This design comes from an exercise in tuning for small area, a short achievable clock period and few clock cycles on the open sky130 flow, not from production work. Function was checked by simulation only, so behaviour that the tests miss may differ from the original. Power and IR drop assume default switching activity.

==> flow/design.v, too long to show whole: its modules and the start of the top module <==
// module matrix_mult_pipelined_10: 2416 lines
// module mm10_fa: 4 lines
module matrix_mult_pipelined_10 #(parameter DATA_WIDTH = 8)(
    input clk,
    input rst,
    input in_valid,
    input [7:0] in_data,
    output reg in_ready,
    output reg out_valid,
    output reg [2*DATA_WIDTH-1:0] out_data
);
  // ...
==> flow/flow/run.sh <==
#!/bin/bash
# Standard layout (the standard.sh: unchanged synthesis and steps), with
# repair_timing asked to keep a larger setup slack than the default, so the
# resizer also speeds up paths that already meet the 10 ns clock.
bash standard.sh SETUP_SLACK_MARGIN=7.0 finish > standard.log 2>&1
==> flow/standard.sh <==
#!/bin/bash
# synth_recipe.tcl (not shown) runs the flow's synth.tcl, then flattens the netlist and writes it again
# the make line also repeats each setting of config.mk as NAME=value (left out here)
make -C /OpenROAD-flow-scripts/flow DESIGN_CONFIG=/design/flow/config.mk WORK_HOME=/design/flow/orfs CLKGATE_MAP_FILE= SYNTH_SCRIPT=/design/flow/synth_recipe.tcl "${@:-finish}"
==> flow/config.mk <==
export PLATFORM = sky130hd
export DESIGN_NAME = matrix_mult_pipelined_10
export DESIGN_NICKNAME = matrix_mult_pipelined_10
export VERILOG_FILES = /design/flow/design.v
export SDC_FILE = /design/flow/constraint.sdc
export NUM_CORES = 4
export LEC_CHECK = 0
export CAP_MARGIN = 20
export CORE_MARGIN = 2
export CORE_UTILIZATION = 65
export CTS_CLUSTER_DIAMETER = 100
export CTS_CLUSTER_SIZE = 30
export PLACE_DENSITY = 0.75
export SLEW_MARGIN = 20
export SYNTH_HIERARCHICAL = 1
export SYNTH_MINIMUM_KEEP_SIZE = 0
==> flow/constraint.sdc <==
create_clock -name core_clock -period 10.0 [get_ports {clk}]
set_input_delay 2.0000 -clock core_clock [delete_from_list [all_inputs] [get_ports {clk}]]
set_output_delay 2.0000 -clock core_clock [all_outputs]
set_load 0.01 [all_outputs]
==> results.ini, run 1 <==
[status]
outcome = complete, no violations

[critical_path]
slowest_stage = fa_2
crit_chain = buf_12, nand2_2, fa_2, fa_2, fa_2, fa_2, fa_1
crit_path_max_incr_delay_ps = 600

[synth]
synth-edff-count = 80
synthMuxAreaShare_pct = 1.73
netlist_top_cells_area = dfxtp_1 63%, fa_1 20%, nand2_1 4.2%, edfxtp_1 4.1%, mux2_2 1.7%
yosysTopAreaCellShare_pct = 63.4
avgSynthCellArea_um2 = 15.3
synthDistinctLibCells = 50
synth_top_family_by_area = adder cells
yosys_warnings = 10
synth.net_count = 4419
synth_compound_area_share_pct = 0.771
yosys-top-cells-count = 1,835 x dfxtp_1, 647 x nand2_1, 593 x fa_1

[route]
wl_met2_um = 57600
drt-vias-per-instance = 5.23
wl_met1_um = 49900
drt_pass1_iterations = 6

[clock_network]
root_buffer = clkbuf_16
cts_setup_buffers = 120
cts.path.max_buffers = 3

[grt]
busiest_layer = met2

[cells_and_area]
top_regs = ra: 800 flops, rb: 800 flops, ah: 80 flops
area_growth_pct = 10.1
seq_share_pct = 62.7
layout_commonest_cell = dfxtp_1
drive_gt1_share_pct = 18.6
nets = 4502

[sta]
slew_violations = 0
setup_slack_ps = 6630
worst_pin_slew_ps = 1200

[power]
pg_clk_mw = 3.75
vdd_ir_drop_max_mv = 0.220
pwr-share-comb_pct = 2.2
seqPwrFrac_pct = 66.8

[floorplanning]
core-area_mm2 = 0.0884
start_util_pct = 65.6
die_h_um = 303

[min_path]
min_to = rb[36][0]

Testbench counts, summed over its fixed seeds: cycles 10,440.
==> inputs of run 2 (changes only) <==
==> flow/flow/run.sh (replaced) <==
#!/bin/bash
# Standard layout (the standard.sh: unchanged synthesis and steps), with
# repair_timing asked to keep a larger setup slack than the default, so the
# resizer also speeds up paths that already meet the 10 ns clock.
bash standard.sh SETUP_SLACK_MARGIN=6.5 finish > standard.log 2>&1
==> results.ini, run 2 <==
[power]
powerDensity_mw_per_mm2 = 196
leakagePower_nw = 20.4
vdd_ir_drop_max_mv = 0.255  ; +16%
pwr-share-comb_pct = 2.1  ; about the same
design_power_total_mw = 12.1
power.internal_mw = 9.58
p_clk_share_pct = 31.0
p_sw_mw = 2.54
seqPwrFrac_pct = 66.9  ; about the same
switching_share_pct = 21.0

[synth]
avgSynthCellArea_um2 = 15.3  ; unchanged
synth_flop_cell = dfxtp_1
synth_most_common_cell = dfxtp_1
synthDistinctLibCells = 50  ; unchanged
yosys_warnings = 10  ; unchanged
async_reset_ff_share_pct = 1.34
netlist_area_mm2 = 0.0579
ys_seq_area_share_pct = 68.7
synth-edff-count = 80  ; unchanged
netlist_top_cells_area = dfxtp_1 63%, fa_1 20%, nand2_1 4.2%, edfxtp_1 4.1%, mux2_2 1.7%
yosysTopAreaCellShare_pct = 63.4  ; unchanged
yosys-top-cells-count = 1,835 x dfxtp_1, 647 x nand2_1, 593 x fa_1
synth.net_count = 4419  ; unchanged
synth-seq-cells = 1941
synth_largest_area_cell = dfxtp_1
synthCells = 3780

[route]
wl_per_cell_um = 23.2
ant_nets = 0
finalWirelength_um = 115000
drt-vias-per-instance = 5.16  ; -1.2%
drt_iter0_markers = 1936
num_vias = 25600
route.detailed.drc = 0
drt_pass1_iterations = 5  ; -1

[grt]
grt_start_max_net_pins = 57
grt_util_all_layers_pct = 26.2
grt_pass1_wl_um = 172000
grt.overflow.total = 0
antenna_found_initial = 5
grt_pass1_vias = 27400

[critical_path]
r2r-end = q1685
crit_chain = nand2_1, fa_1, fa_1, fa_1, fa_1, fa_1
worstSetupPathType = reg -> reg
slowest_stage = edfxtp_1
crit_required_ps = 10590
path_max_fanout = 8
crit_path_end_kind = flop
reg2reg_from = ah[3][4]
crit_path_max_incr_delay_ps = 600  ; about the same
ff2ff_setup_slack_ps = 6560
cp_common_cell = fa_1
crit_family = adder cells
start_kind = flop
critPathBufInv = 0
r2r_cells = 6
worstPathArrival_ps = 4030

[clock_network]
cts_sinks = 1941
cts.path.max_buffers = 3  ; unchanged
cts_buffers = 76
worstSkewPairLatency_ps = 720
htree_levels = 3
clkTransAtPathRegs_ps = 120
cts_hold_buffers = 0
root_buffer = clkbuf_16
cts_tree = yes

[placed_design]
gp_congestion = 0.955
preCtsSetupSlack_ps = 6370
port_buffers = 28
dp_hpwl_um = 83400
dpl-instance-area_mm2 = 0.0591

[min_path]
holdPathStages = 0
hold_start = rb[93][5]
min_path_type = reg -> reg
min_to = rb[94][5]

[cells_and_area]
final_cell_mix = 1,793 x dfxtp_1, 646 x nand2_1, 590 x fa_1
top_regs = ra: 800 flops, rb: 800 flops, ah: 80 flops
drive_gt1_share_pct = 7.85  ; -11 points
nFillCells = 5650
layout_commonest_cell = dfxtp_1
area_growth_pct = 6.65
fin_area_mm2 = 0.0618
num_antenna_cells = 0
nets = 4404  ; -2.2%

[status]
outcome = complete, no violations

[floorplanning]
start_util_pct = 65.6  ; unchanged
pin_count = 29
dieArea_mm2 = 0.0915
die_w_um = 303
core-area_mm2 = 0.0884  ; unchanged
die_h_um = 303  ; unchanged
rows = 109

[sta]
slew_headroom_pct = 22.4
min_period_over_period_pct = 34.4
final.setup.tns_ps = 0
final_hold_viol_count = 0
worst_pin_slew_ps = 1160  ; -42.2 ps
period_minus_slack_ps = 3440
max_freq_mhz = 290
setup_violations = 0
setup_slack_ps = 6560  ; -75.4 ps
slew_violations = 0  ; unchanged
finClkSkew_ps = 42.8
rsz0062_at_grt = yes

[job]
drv_cap = 0

## run 2: cell counts after synthesis
No cell type changed its count.
## run 2: metal layers
layer	vias up	wire length (um)	track usage [%]
li1	11500	-	-
met1	13100	47100	34.5
met2	788	57200	43.9
met3	226	5880	3.96
met4	0	5160	11.0
met5	-	0	0
## run 2: Yosys stat by module (local to each module, per instance)
module                    copies in the design  area (um2)
matrix_mult_pipelined_10                     1       46100
mm10_fa                                    592        20.0
## run 2: layout make-up
type,count,area (um2),area share [%]
Clock inverter,10,184,0.298
Sequential cell,1941,39800,64.5
Inverter,87,327,0.529
Multi-Input combinational cell,1575,17200,27.8
Clock buffer,101,2040,3.30
Timing Repair Buffer,84,741,1.20
Tap cell,1165,1460,2.36
## run 2: what timing repair did
| action | in CTS | in global routing |
|---|---|---|
| resized for setup | 30 | 34 |
| pin swaps | 0 | 4 |
| endpoints found under the setup margin | 32 | 36 |
| buffers inserted | 2 | 47 |
| endpoints found under the hold margin | 0 | 0 |
## run 2: power by group through the flow
stage               Clock [mW]  Sequential (mW)  Combinational [mW]
floorplan                    0             8.20               0.235
global placement             0             8.27               0.245
detailed placement           0             8.28               0.249
CTS                       3.84             8.12               0.254
global route              4.08             8.14               0.284
finish                    3.76             8.11               0.255
## run 2: worst max path at each step
stage,end,cells after the start,startpoint
after global routing,q1695,6,ah[0][7]
after global placement,q1684,6,rb[20][3]
after detailed placement,q1684,6,rb[20][3]
final,q1685,6,ah[3][4]
after floorplan,ah[0][0],4,ph_u[1]
after CTS,q1695,6,ah[0][2]
## run 2: stage by stage
step,std cells,hold WS [ps],util [%]
after floorplan,3780,310,-
after global placement,4803,310,66.9
after detailed placement,4803,312,66.9
after CTS,4916,318,69.4
after global routing,4963,325,69.9
final,4963,311,69.9
## run 2: cell families (layout without fill, tap and decap cells)
group / count (synthesis) / count (layout) / synth area share [%]
simple gates: 745 / 745 / 5.16
fa+ha+maj: 628 / 628 / 21.2
buf+inv: 264 / 282 / 1.71
mux: 89 / 89 / 1.73
xor+xnor: 46 / 46 / 0.695
flops: 1941 / 1941 / 68.7
compound gates: 67 / 67 / 0.771

[re-timing with driven ports]
The flow's constraints put no driver on any port. The routed layouts listed below were extracted and timed again, unchanged, in two steps.
Step 1 sets driving cells, clkbuf_16 on the clock port and buf_2 on the other inputs (assumed; they add their load-dependent delay and slew).
Step 2 times the ports against the registers' clock, not the clock port: input delays grow and output delays shrink by t, the midpoint of the rising clock arrivals with the driver on.
Slacks: ideal ports / drivers / drivers and shift; pairs: ideal ports / drivers.
run | t (ns) | setup WS [ns] | latest minus earliest clock arrival (ns) | worst data-port slew with drivers (ns) | pins driven straight from the clock port
run 1 | 0.748 | 6.631 / 6.631 / 6.533 | 0.063 / 0.063 | 0.07 | 1
run 2 | 0.770 | 6.555 / 6.545 / 6.555 | 0.043 / 0.043 | 0.05 | 1
After both steps setup and hold are still met in every run listed. The setup slack of run 1, which loses most, moves by 0.000 ns with the drivers and by -0.098 ns with both steps.
